This is an optimization exercise on Yosys and OpenROAD, whose aim is small area and a short achievable clock period, not a production implementation. Only simulation tests tie the RTL to the original design; equivalence was not proved. Power figures rest on the tool's default switching activity, not on a simulated workload.

==> design.v <==
module axis_fifo#(WIDTH=8, DEPTH=8)(
    input clk,
    input rst_n,
    input wr_vld,
    input rd_rdy,
    input clear,
    input [WIDTH - 1:0] data_in,
    output logic [WIDTH - 1:0] data_out,
    output logic wr_rdy,
    output logic rd_vld
);
    logic [WIDTH - 1:0] fifo [DEPTH - 1:0];
    logic [7:0] wr_pointer, rd_pointer;
    logic [7:0] wr_count, rd_count;
    logic empty, full, sync_rd_vld;
    always_ff@(posedge clk or negedge rst_n)begin
        if(~rst_n)begin
            wr_pointer <= 8'h0;
            rd_pointer <= 8'h0;
            wr_count <= 8'h0;
            rd_count <= 8'h0;
        end
        else begin
            if(clear)begin
                wr_pointer <= 8'h0;
                rd_pointer <= 8'h0;
                wr_count <= 8'h0;
                rd_count <= 8'h0;
            end
            if(rd_rdy && rd_vld && wr_rdy && wr_vld)begin  
                rd_pointer <= (rd_pointer == (DEPTH - 1)) ? 8'h0 : rd_pointer + 1;
                wr_pointer <= (wr_pointer == (DEPTH - 1)) ? 8'h0 : wr_pointer + 1;
                fifo[wr_pointer] <= data_in;
                wr_count <= wr_count + 1;
                rd_count <= rd_count + 1;
            end
            else if(rd_rdy && rd_vld)begin  
                rd_pointer <= (rd_pointer == (DEPTH - 1)) ? 8'h0 : rd_pointer + 1;
                rd_count <= rd_count + 1;
            end
            else if(wr_rdy && wr_vld)begin  
                wr_pointer <= (wr_pointer == (DEPTH - 1)) ? 8'h0 : wr_pointer + 1;
                wr_count <= wr_count + 1;
                fifo[wr_pointer] <= data_in;
            end
        end
    end
    always_comb begin  
        data_out = '0;  
        if(empty == 0)begin
            data_out = fifo[rd_pointer];
        end
    end
    always_ff@(posedge clk or negedge rst_n)
        if(~rst_n)  sync_rd_vld <= 1'b0;
        else        sync_rd_vld <= rd_vld;
    always_comb begin
        wr_rdy = 1'b0;
        rd_vld = 1'b0;
        if((wr_count - rd_count) > 8'h1)  
            rd_vld = 1'b1;
        else if(wr_count == 8'h1 && rd_count == 8'h0 && ~sync_rd_vld)  
            rd_vld = 1'b1;
        else
            rd_vld = 1'b0;
        if(full == 0)  
            wr_rdy = 1'b1;
        else
            wr_rdy = 1'b0;
    end
    always_comb begin
        empty = ((wr_count - rd_count) == 8'h0);
        full = ((wr_count - rd_count) == DEPTH);
    end
endmodule
module axis_master(
    input logic bk_start,
    input logic [31:0] bk_data,
    input logic [3:0] bk_tstrb,
    input logic [3:0] bk_tkeep,
    input logic [1:0] bk_tid,
    input logic [1:0] bk_user,
    output logic bk_nordy,
    output logic bk_done,
    input axi_aclk,
    input axi_aresetn,
    output logic axis_tvalid,
    output logic [31:0] axis_tdata,
    output logic [3:0] axis_tstrb,
    output logic [3:0] axis_tkeep,
    output logic axis_tlast,
    output logic [1:0] axis_tid,
    output logic [1:0] axis_tuser,
    input axis_tready
);
    logic enough_data, next_data;
    logic [7:0] no_rdy_count;
    logic [31:0] fifo_out_tdata;
    logic [3:0] fifo_out_tstrb, fifo_out_tkeep;
    logic [1:0] fifo_out_tid, fifo_out_user;
    parameter AXIS_FIFO_DEPTH = 8'd8, AXIS_FIFO_WIDTH = 8'd44, AXIS_RDY_TIMEOUT = 8'd5;
    logic fifo_wr_vld, fifo_wr_rdy, fifo_rd_vld, fifo_rd_rdy, fifo_clear;
    logic [43:0] fifo_data_in, fifo_data_out;
    enum logic [2:0] {AXIS_WAIT_DATA, AXIS_SEND_DATA} axis_state, axis_next_state;
    always_ff@(posedge axi_aclk or negedge axi_aresetn)begin
        if(~axi_aresetn)begin
            axis_state <= AXIS_WAIT_DATA;
        end
        else begin
            axis_state <= axis_next_state;
        end
    end
    assign enough_data = fifo_rd_vld;
    always_comb begin
        axis_next_state = axis_state;
        case(axis_state)
            AXIS_WAIT_DATA:
                if(enough_data)begin
                    axis_next_state = AXIS_SEND_DATA;
                end
            AXIS_SEND_DATA:
                if(enough_data)begin
                    axis_next_state = AXIS_SEND_DATA;
                end
                else begin
                    axis_next_state = AXIS_WAIT_DATA;
                end
            default:
                axis_next_state = AXIS_WAIT_DATA;
        endcase
    end
    always_comb begin
        axis_tvalid = 1'b0;
        axis_tdata = 32'h0;
        axis_tstrb = 4'h0;
        axis_tkeep = 4'h0;
        axis_tid = 2'h0;
        axis_tuser = 2'h0;
        next_data = 1'b0;
        case(axis_state)
            AXIS_SEND_DATA:begin
                axis_tvalid = 1'b1;
                axis_tdata = fifo_out_tdata;
                axis_tstrb = fifo_out_tstrb;
                axis_tkeep = fifo_out_tkeep;
                axis_tid = fifo_out_tid;
                axis_tuser = fifo_out_user;
                if(axis_tready)begin
                    next_data = 1'b1;
                end
                else begin
                    next_data = 1'b0;
                end
            end
        endcase
    end
    always_ff@(posedge axi_aclk or negedge axi_aresetn)begin
        if(~axi_aresetn)
            no_rdy_count <= 8'h0;
        else if(axis_state == AXIS_SEND_DATA)
            if(axis_tready)
                no_rdy_count <= 8'h0;
            else
                no_rdy_count <= no_rdy_count + 1'b1;
        else
            no_rdy_count <= 8'h0;
    end
    assign bk_nordy = (no_rdy_count >= AXIS_RDY_TIMEOUT) ? 1'b1 : 1'b0;
    axis_fifo #(.WIDTH(AXIS_FIFO_WIDTH), .DEPTH(AXIS_FIFO_DEPTH)) fifo(
        .clk(axi_aclk),
        .rst_n(axi_aresetn),
        .wr_vld(fifo_wr_vld),
        .rd_rdy(fifo_rd_rdy),
        .data_in(fifo_data_in),
        .data_out(fifo_data_out),
        .wr_rdy(fifo_wr_rdy),
        .rd_vld(fifo_rd_vld),
        .clear(fifo_clear));
    always_comb begin
        fifo_data_in = '0;
        fifo_wr_vld = 1'b0;
        if(bk_start)begin
            fifo_data_in = {bk_data, bk_tstrb, bk_tkeep, bk_tid, bk_user};
            fifo_wr_vld = 1'b1;
        end
    end
    always_comb begin
        {fifo_out_tdata, fifo_out_tstrb, fifo_out_tkeep, fifo_out_tid, fifo_out_user} = '0;
        fifo_rd_rdy = 1'b0;
        fifo_clear = 1'b0;
        if(axis_state == AXIS_SEND_DATA)begin
            {fifo_out_tdata, fifo_out_tstrb, fifo_out_tkeep, fifo_out_tid, fifo_out_user} = fifo_data_out;
        end
        if(next_data)begin  
            fifo_rd_rdy = 1'b1;
        end
        if(bk_done)begin  
            fifo_clear = 1'b1;
        end
    end
    assign bk_done = (axis_state == AXIS_SEND_DATA) & (axis_next_state == AXIS_WAIT_DATA);
    assign axis_tlast = bk_done;  
endmodule
==> run.sh <==
#!/bin/bash
# synth_recipe.tcl (not shown) runs the flow's synth.tcl, then flattens the netlist and writes it again
# the make line also repeats each setting of config.mk as NAME=value (left out here)
make -C /OpenROAD-flow-scripts/flow DESIGN_CONFIG=/design/flow/config.mk WORK_HOME=/design/flow/orfs CLKGATE_MAP_FILE= SYNTH_SCRIPT=/design/flow/synth_recipe.tcl finish
==> config.mk <==
export PLATFORM = sky130hd
export DESIGN_NAME = axis_master
export DESIGN_NICKNAME = axis_master
export VERILOG_FILES = /design/flow/design.v
export SDC_FILE = /design/flow/constraint.sdc
export NUM_CORES = 4
export LEC_CHECK = 0
export CAP_MARGIN = 20
export CORE_MARGIN = 2
export CORE_UTILIZATION = 40
export SLEW_MARGIN = 20
==> constraint.sdc <==
create_clock -name core_clock -period 5.0 [get_ports {axi_aclk}]
set_input_delay 1.0000 -clock core_clock [delete_from_list [all_inputs] [get_ports {axi_aclk}]]
set_output_delay 1.0000 -clock core_clock [all_outputs]
set_load 0.01 [all_outputs]
==> results.py, run 1 <==
metrics = {
    "place": {
        "gp_congestion": 0.839,
        "dpl.hpwl_um": 20200,
        "port_buffers": 95,
        "dp_slack_ps": 630,
    },
    "cells_and_area": {
        "area_growth_pct": 17.9,
        "fin_nets": 1277,
        "drive_above_1_share_pct": 14.0,
        "antenna_cells": 0,
    },
    "sta": {
        "timing.hold.ws_ps": 546,
        "finalWorstSetupSlack_ps": 288,
        "rsz0062_at_grt": "no",
        "tightest_slew_ps": 1010,
        "fin_crit_ps": 4710,
        "fin_worst_skew_ps": 17.2,
        "max_freq_mhz": 212,
        "post-route-period-util_pct": 94.2,
        "setup_violations": 0,
        "max_slew_margin_pct": 32.0,
        "hold_viol": 0,
        "final_max_slew_viol_count": 0,
    },
    "route": {
        "wl_per_cell_um": 21.4,
        "dr_total_vias": 9718,
        "postRouteAntennaNets": 0,
        "vias_per_cell": 5.52,
        "drc_errors": 0,
        "drt_iter0_drc": 785,
        "wirelength_um": 37600,
        "dr.pass1.iters": 6,
    },
    "global_routing": {
        "grt_max_degree": 68,
        "grt_overflow": 0,
        "antenna_found_initial": 1,
        "grt_pass1_vias": 9698,
        "track_usage_pct": 17.9,
        "grt_pass1_wl_um": 57200,
    },
    "logic_synthesis": {
        "synth-seq-area-share_pct": 71.7,
        "ys_types": 54,
        "yosys_warnings": 3,
        "async_reset_ff_share_pct": 11.1,
        "synth_edf_count": 352,
        "synth_cells": 1095,
        "syn-cell-area_mm2": 0.0163,
        "netlist.area_leader.share_pct": 64.9,
        "synth.largest_area_cell": "edfxtp_1",
        "synth_ff_type": "edfxtp_1",
        "ys_seq_elements": 396,
        "synth.area.top_cells": "edfxtp_1 65%, dfrtp_1 6.8%, mux2_2 4.0%",
        "postSynthAreaPerCell_um2": 14.9,
    },
    "setup_path": {
        "worst-setup-path-type": "register to output port",
        "max_stage_delay_ps": 500,
        "worstSetupEndpointType": "output port",
        "crit_top_cell": "a211oi_1",
        "start_kind": "register",
        "worstPathCellList": "ha_1, nand2_1, a211oi_1, o311ai_1, and2_4, o41ai_4, buf_4, buf_6, a211oi_1, clkdlybuf4s50_1",
        "cp_slowest_cell": "clkdlybuf4s50_1",
        "cp.arrival_ps": 3710,
        "required_ps": 4000,
        "crit_path_max_fanout": 21,
    },
    "run_status": {
        "status": "timing/DRC/antenna clean",
    },
    "die": {
        "std_cell_rows": 73,
        "die_h_um": 206,
        "dieWidth_um": 206,
        "die-area_mm2": 0.0423,
        "start_util_pct": 40.8,
        "ios": 96,
        "core_area_mm2": 0.0399,
    },
    "clocking": {
        "clock_latency_ps": 540,
        "ctsHoldBuffers": 0,
        "h-tree-depth": 2,
        "cts_buffer_depth": 3,
        "cts_root_buffer": "clkbuf_16",
        "cts.sinks": 396,
        "cts-buffers-inserted": 42,
        "cts_tree": "done",
        "clk_pin_slew_ps": 60,
    },
    "power_and_ir_drop": {
        "irDropWorstVdd_uv": 334,
        "p_leak_nw": 6.56,
        "p_per_area_mw_per_mm2": 491,
    },
    "flow_run": {
        "max-cap-violations": 0,
    },
    "worst_hold_path": {
        "hold_class": "register to register",
    },
}
## power by group
group          internal, mW  leakage, nW  switching [mW]
registers              3.89         3.82           0.131
clock network          1.66        0.615            1.21
logic                 0.869         2.13            1.65
total                  6.42         6.56            2.99
## worst max-delay path, delay by kind of cell, from the launching register on
family                   cells  cell delay (ps)
flip-flops                   1              460
AND/OR/NAND/NOR              2              330
buffers and inverters        3              960
adder cells (fa/ha/maj)      1              390
AO/OA/AOI/OAI                4             1020
## sequential cells by signal, summed over array words and instances (netlist names)
name / flops
fifo.rd_count: 8
fifo.wr_pointer: 8
axis_state: 3
fifo.wr_count: 8
fifo.fifo: 352
no_rdy_count: 8
fifo.rd_pointer: 8
fifo.sync_rd_vld: 1
## timing repair
item / 4_1_cts / 5_1_grt
setup buffers: 0 / 4
gates resized for setup: 0 / 1
endpoints found under the setup margin: 0 / 42
## cell type report
| cell class | instances | area (µm²) |
|---|---|---|
| Fill cell | 3470 | 20700 |
| Sequential cell | 396 | 11700 |
| Multi-Input combinational cell | 609 | 4270 |
| Timing Repair Buffer | 125 | 1210 |
| Clock buffer | 58 | 1110 |
| Tap cell | 525 | 657 |
| Clock inverter | 19 | 158 |
| Inverter | 28 | 105 |
## metal layers
metal / up-vias / GRT usage (%) / wire length [µm]
li1: 4470 / - / -
met1: 4915 / 24.7 / 16900
met2: 275 / 29.5 / 17900
met3: 58 / 2.66 / 2030
met4: 0 / 4.73 / 718
met5: - / 0 / 0
## through the flow
stage	util (%)	TNS, ps	area (µm²)	power [mW]	std cells
3_5_place_dp	44.8	0	17900	6.60	1678
4_1_cts	47.9	0	19100	9.49	1755
3_3_place_gp	44.8	0	17900	6.58	1678
6_report	48.1	0	19200	9.42	1760
5_1_grt	48.1	0	19200	9.93	1760
2_1_floorplan	-	-192350	16300	5.70	1096
## synthesized netlist by cell type (6+ instances only)
cell type  count
a211o_1       10
a21o_1        13
a21oi_1       10
a221oi_1      22
a222oi_1      44
a22o_1         9
a22oi_1        9
and2_1        50
and3_1        19
clkbuf_1      51
dfrtp_1       44
edfxtp_1     352
ha_1          26
inv_1         28
mux2_2        58
nand2_1       76
nand2b_1       6
nand3_1       14
nand4_1       38
nor2_1        66
nor2b_1        6
nor3_1        23
o21ai_0       57
xor2_1         8
## logic make-up after synthesis
group / Yosys count / share of synthesized area, %
AOI/OAI and AO/OA: 197 / 9.47
xor gates and xnor gates: 11 / 0.592
adders and majority gates: 27 / 2.12
buffers and inverters: 91 / 2.34
DFF: 396 / 71.7
muxes: 59 / 4.11
other: 1 / 0.0230
and+or+nand+nor: 313 / 9.63
## worst paths after layout
path	end	cells past startpoint	slack, ps	startpoint
worst max-delay path	axis_tdata[30]	10	290	fifo.wr_count[4]$_DFF_PN0_
worst min-delay path	fifo.rd_count[1]$_DFFE_PN0P_	1	550	fifo.rd_count[1]$_DFFE_PN0P_
worst max register to register	fifo.fifo[1][23]$_DFFE_PP_	10	1250	fifo.wr_count[4]$_DFF_PN0_
worst min register to register	fifo.rd_count[1]$_DFFE_PN0P_	1	550	fifo.rd_count[1]$_DFFE_PN0P_
max in group asynchronous	fifo.rd_pointer[2]$_DFFE_PN0P_	2	3950	axi_aresetn
min in group asynchronous	fifo.wr_count[5]$_DFF_PN0_	2	630	axi_aresetn
## placed cells by master (no fill, tap or decap), types with 6 or more instances in the layout
cell type / n
mux2_2: 58
nand2_1: 76
nor3_1: 17
dfrtp_1: 43
clkinv_2: 6
buf_4: 26
a221oi_1: 22
a22oi_1: 9
nand3_1: 14
clkdlybuf4s50_1: 93
a21oi_1: 10
a211o_1: 10
clkbuf_16: 43
edfxtp_1: 352
a21o_1: 13
nor3_2: 6
nand4_1: 38
clkinv_1: 7
nor2_1: 66
clkbuf_1: 16
a22o_1: 9
and3_1: 17
and2_1: 50
inv_1: 28
xor2_1: 8
ha_1: 22
nor2b_1: 6
a222oi_1: 44
o21ai_0: 57
nand2b_1: 6
==> run 2: changes to the inputs <==
==> design.v (replaced) <==
module axis_master(
    input logic bk_start,
    input logic [31:0] bk_data,
    input logic [3:0] bk_tstrb,
    input logic [3:0] bk_tkeep,
    input logic [1:0] bk_tid,
    input logic [1:0] bk_user,
    output logic bk_nordy,
    output logic bk_done,
    input axi_aclk,
    input axi_aresetn,
    output logic axis_tvalid,
    output logic [31:0] axis_tdata,
    output logic [3:0] axis_tstrb,
    output logic [3:0] axis_tkeep,
    output logic axis_tlast,
    output logic [1:0] axis_tid,
    output logic [1:0] axis_tuser,
    input axis_tready
);
    localparam DEPTH = 8, WIDTH = 44;
    logic [WIDTH - 1:0] fifo [DEPTH - 1:0];
    logic [WIDTH - 1:0] din, head, o_q, o_n;
    logic [7:0] d_q, d_n, w_q, w_n, cnt_q, cnt_n, nx_q, nx_n;
    logic s_q, v_q, l_q, nordy_q, v_n;
    logic full, wr, rd, byp, hold, show;
    assign din = {bk_data, bk_tstrb, bk_tkeep, bk_tid, bk_user};
    assign full = (d_q == 8'd8);
    assign wr   = bk_start & ~full;
    assign rd   = s_q & v_q & axis_tready;
    always_comb begin
        if (l_q) begin
            w_n = wr ? w_q + 8'd1 : 8'd0;
            d_n = w_n;
        end
        else begin
            w_n = w_q + {7'd0, wr};
            case ({wr, rd})
                2'b10:   d_n = d_q + 8'd1;
                2'b01:   d_n = d_q - 8'd1;
                default: d_n = d_q;
            endcase
        end
    end
    assign v_n = (d_n > 8'd1) | ((d_n == 8'd1) & (w_n == 8'd1) & ~v_q);
    always_comb begin
        if (~v_q)      nx_n = 8'b0000_0001;
        else if (~s_q) nx_n = 8'b0000_0010;
        else if (rd)   nx_n = {nx_q[6:0], nx_q[7]};
        else           nx_n = nx_q;
    end
    assign cnt_n = (s_q & ~axis_tready) ? cnt_q + 8'd1 : 8'd0;
    always_comb begin
        head = '0;
        for (int i = 0; i < DEPTH; i++)
            head = head | (fifo[i] & {WIDTH{nx_q[i]}});
    end
    assign byp  = wr & (rd ? (d_q[2:0] == 3'd1) : (d_q[2:0] == 3'd0));
    assign hold = s_q & ~axis_tready;
    assign show = v_q & (d_n != 8'd0);
    assign o_n  = ~show ? '0 : byp ? din : hold ? o_q : head;
    always_ff @(posedge axi_aclk) begin
        if (wr) fifo[w_q[2:0]] <= din;
    end
    always_ff @(posedge axi_aclk or negedge axi_aresetn) begin
        if (~axi_aresetn) begin
            d_q     <= 8'd0;
            w_q     <= 8'd0;
            cnt_q   <= 8'd0;
            nx_q    <= 8'b0000_0001;
            s_q     <= 1'b0;
            v_q     <= 1'b0;
            l_q     <= 1'b0;
            nordy_q <= 1'b0;
            o_q     <= '0;
        end
        else begin
            d_q     <= d_n;
            w_q     <= w_n;
            cnt_q   <= cnt_n;
            nx_q    <= nx_n;
            s_q     <= v_q;
            v_q     <= v_n;
            l_q     <= v_q & ~v_n;
            nordy_q <= (cnt_n >= 8'd5);
            o_q     <= o_n;
        end
    end
    assign axis_tvalid = s_q;
    assign axis_tlast  = l_q;
    assign bk_done     = l_q;
    assign bk_nordy    = nordy_q;
    assign {axis_tdata, axis_tstrb, axis_tkeep, axis_tid, axis_tuser} = o_q;
endmodule
==> run 2 against run 1 <==
Effect of this change: still clean; clock-buffer cell count increased by 3; via count up 12%; non-clock buffer count is 2 higher; utilization fell by 0.74 points; final cell count grew 7.6%; design area grew 5.8%; critical path type is now register to register; largest cell class unchanged.
==> results.py, run 2 <==
metrics = {
    "run_status": {
        "status": "timing/DRC/antenna clean",
    },
    "cells_and_area": {
        "fin_nets": 1327,
        "drive_above_1_share_pct": 10.9,
        "layout_common_cells": "352 x edfxtp_1, 103 x nand2_1, 98 x o21ai_0",
        "area_growth_pct": 17.3,
        "layout_commonest_cell": "edfxtp_1",
        "nFillCells": 3735,
        "largest_reg_flops": 352,
    },
    "die": {
        "dieWidth_um": 212,
        "ios": 96,
        "std_cell_rows": 76,
        "start_util_pct": 40.3,
        "core_area_mm2": 0.0429,
        "die-area_mm2": 0.0449,
        "die_h_um": 212,
    },
    "logic_synthesis": {
        "synth_ff_type": "edfxtp_1",
        "postSynthAreaPerCell_um2": 14.5,
        "synth_compound_area_share_pct": 15.0,
        "synth_fa_ha_area_share_pct": 0.579,
        "synth_cells": 1193,
        "synthXorXnorAreaFrac_pct": 1.11,
        "yosys_warnings": 1,
        "netlist.area_leader.share_pct": 61.1,
        "synth.most_common_cell": "edfxtp_1",
        "synth.area.top_cells": "edfxtp_1 61%, dfrtp_1 11%, a22oi_1 3.9%",
        "synth-seq-area-share_pct": 72.7,
        "synth-simple-area-share_pct": 6.88,
        "async_reset_ff_share_pct": 18.5,
        "ys_seq_elements": 432,
        "synth.area.mux_share_pct": 0.933,
        "synth_top_family_by_area": "compound AO/OA/AOI/OAI gates",
        "syn-cell-area_mm2": 0.0173,
        "synthTopCellsByCount": "352 x edfxtp_1, 103 x nand2_1, 98 x o21ai_0",
        "ys_types": 69,
        "synth_edf_count": 352,
        "synth.largest_area_cell": "edfxtp_1",
    },
    "worst_hold_path": {
        "hold_path_startpoint": "cnt_q[0]$_DFF_PN0_",
        "hold_class": "register to register",
        "holdPathEnd": "cnt_q[0]$_DFF_PN0_",
        "hold_path_depth": 1,
    },
    "clocking": {
        "cts.sinks": 432,
        "cts-buffers-inserted": 46,
        "clk_pin_slew_ps": 60,
        "cts_resized": 0,
        "cts_root_buffer": "clkbuf_16",
        "clock_latency_ps": 570,
        "ctsHoldBuffers": 0,
        "cts_setup_buffers": 0,
        "h-tree-depth": 2,
        "cts_tree": "done",
        "cts_buffer_depth": 3,
    },
    "route": {
        "vias_per_cell": 5.73,
        "wl_per_cell_um": 23.7,
        "drt_iter0_drc": 845,
        "dr_total_vias": 10800,
        "wirelength_um": 44900,
        "dr.pass1.iters": 5,
        "drc_errors": 0,
        "postRouteAntennaNets": 0,
    },
    "setup_path": {
        "regToRegStartpoint": "d_q[0]$_DFF_PN0_",
        "crit_path_max_fanout": 46,
        "critical-path-top-delay-family": "simple AND/OR/NAND/NOR gates",
        "crit_buf_inv": 2,
        "worstSetupEndpointType": "register",
        "start_kind": "register",
        "max_stage_delay_ps": 540,
        "worstPathCellList": "nor3_4, a41o_1, buf_4, ha_1, nor2b_1, a31o_2, a22oi_1, a2111oi_0, or3b_4, nor4_4, buf_12, a21oi_1",
        "rrSetupSlack_ps": 1090,
        "r2r-end": "o_q[26]$_DFFE_PN0P_",
        "cp_slowest_cell": "dfrtp_1",
        "r2r.worst_path.cells": 12,
        "required_ps": 5410,
        "cp.arrival_ps": 4320,
        "worst-setup-path-type": "register to register",
    },
    "sta": {
        "fin_tns_setup_ps": 0,
        "max_freq_mhz": 255,
        "setup_violations": 0,
        "fin_worst_skew_ps": 15.5,
        "rsz0062_at_grt": "no",
        "final_max_slew_viol_count": 0,
        "tightest_slew_ps": 878,
        "fin_crit_ps": 3910,
        "max_slew_margin_pct": 41.5,
        "post-route-period-util_pct": 78.3,
        "hold_viol": 0,
    },
    "place": {
        "dpl.hpwl_um": 23000,
        "port_buffers": 95,
        "gp_congestion": 0.806,
    },
    "power_and_ir_drop": {
        "irDropWorstVdd_uv": 297,
        "total_power_mw": 11.9,
        "p_per_area_mw_per_mm2": 588,
        "p_leak_nw": 6.81,
    },
    "global_routing": {
        "grt_pass1_vias": 10700,
        "grt_pass1_wl_um": 67600,
        "track_usage_pct": 20.2,
        "grt_max_degree": 57,
        "grt_overflow": 0,
        "antenna_found_initial": 0,
    },
    "flow_run": {
        "max-cap-violations": 0,
    },
}
[run 2: where the power goes]
group / internal, mW / switching [mW] / leakage [nW]
Clock: 1.82 / 1.39 / 0.682
Combinational: 1.40 / 2.00 / 1.97
Sequential: 4.63 / 0.692 / 4.16
[run 2: layout make-up]
| cell class | instances | area, µm² | area share (%) |
|---|---|---|---|
| diodes | 1 | 2.50 | 0.0123 |
| clock buffers | 61 | 1220 | 6.00 |
| inverters | 10 | 45.0 | 0.222 |
| flip-flops and latches | 432 | 12600 | 62.0 |
| well taps | 585 | 732 | 3.61 |
| multi-input cells | 654 | 4320 | 21.3 |
| clock inverters | 24 | 191 | 0.943 |
| repair buffers | 127 | 1200 | 5.92 |
[run 2: cell families after synthesis]
kind of cell	after synthesis
DFF	432
and+or+nand+nor	234
adders and majority gates	8
AOI/OAI and AO/OA	374
xor gates and xnor gates	22
muxes	16
buffers and inverters	107
[run 2: metrics by stage]
stage | std cells | hold WS [ps] | cell area, µm² | worst slack [ps] | utilization (%)
6_report | 1894 | 517 | 20300 | 1090 | 47.3
5_1_grt | 1893 | 553 | 20300 | 884 | 47.3
4_1_cts | 1893 | 519 | 20300 | 1120 | 47.3
3_5_place_dp | 1808 | 511 | 18900 | 591 | 44.0
3_3_place_gp | 1808 | 500 | 18900 | 696 | 44.0
2_1_floorplan | 1193 | 414 | 17300 | -1120 | -
[run 2: worst max path at each step]
| stage | end | cells after the start | slack (ps) | startpoint |
|---|---|---|---|---|
| after floorplan | fifo[0][0]$_DFFE_PP_ | 4 | -1120 | bk_start |
| after global placement | o_q[8]$_DFFE_PN0P_ | 13 | 700 | bk_start |
| after detailed placement | o_q[2]$_DFFE_PN0P_ | 13 | 590 | bk_start |
| after CTS | o_q[26]$_DFFE_PN0P_ | 12 | 1120 | d_q[0]$_DFF_PN0_ |
| after global routing | o_q[20]$_DFFE_PN0P_ | 12 | 880 | d_q[0]$_DFF_PN0_ |
| final | o_q[26]$_DFFE_PN0P_ | 12 | 1090 | d_q[0]$_DFF_PN0_ |
[run 2: per-layer routing]
layer / global-route usage [%] / vias up / routed length, µm
li1: - / 4880 / -
met1: 28.3 / 5543 / 19900
met2: 32.4 / 376 / 21600
met3: 3.34 / 49 / 2680
met4: 5.93 / 0 / 755
met5: 0 / - / 0
[run 2: worst register-to-register path: cells and delay by family, from the launching register on]
| family | cells | cell delay, ps |
|---|---|---|
| simple gates | 4 | 1210 |
| compound gates | 5 | 960 |
| buf+inv | 2 | 590 |
| flops | 1 | 540 |
| fa+ha+maj | 1 | 470 |

## what the ideal ports hide
How much do the figures lean on ideal ports? The routed layouts below were timed once more, with nothing changed but the port constraints.
Step 1: set_driving_cell puts a clkbuf_16 on axi_aclk and a buf_2 on each other input, an assumption about the parent block.
Step 2 times the ports against the registers' clock, not the clock port: input delays grow and output delays shrink by t, the midpoint of the rising clock arrivals with the driver on.
Slacks: ideal ports / drivers / drivers and shift; pairs: ideal ports / drivers.
run | t, ns | setup WS [ns] | slew at the worst register clock pin (ns)
run 1 | 0.585 | 0.288 / 0.235 / 0.819 | 0.06 / 0.06
run 2 | 0.621 | 1.086 / 1.086 / 0.550 | 0.06 / 0.06
After both steps setup and hold are still met in every run listed. The setup slack of run 2, which loses most, moves by 0.000 ns with the drivers and by -0.536 ns with both steps.
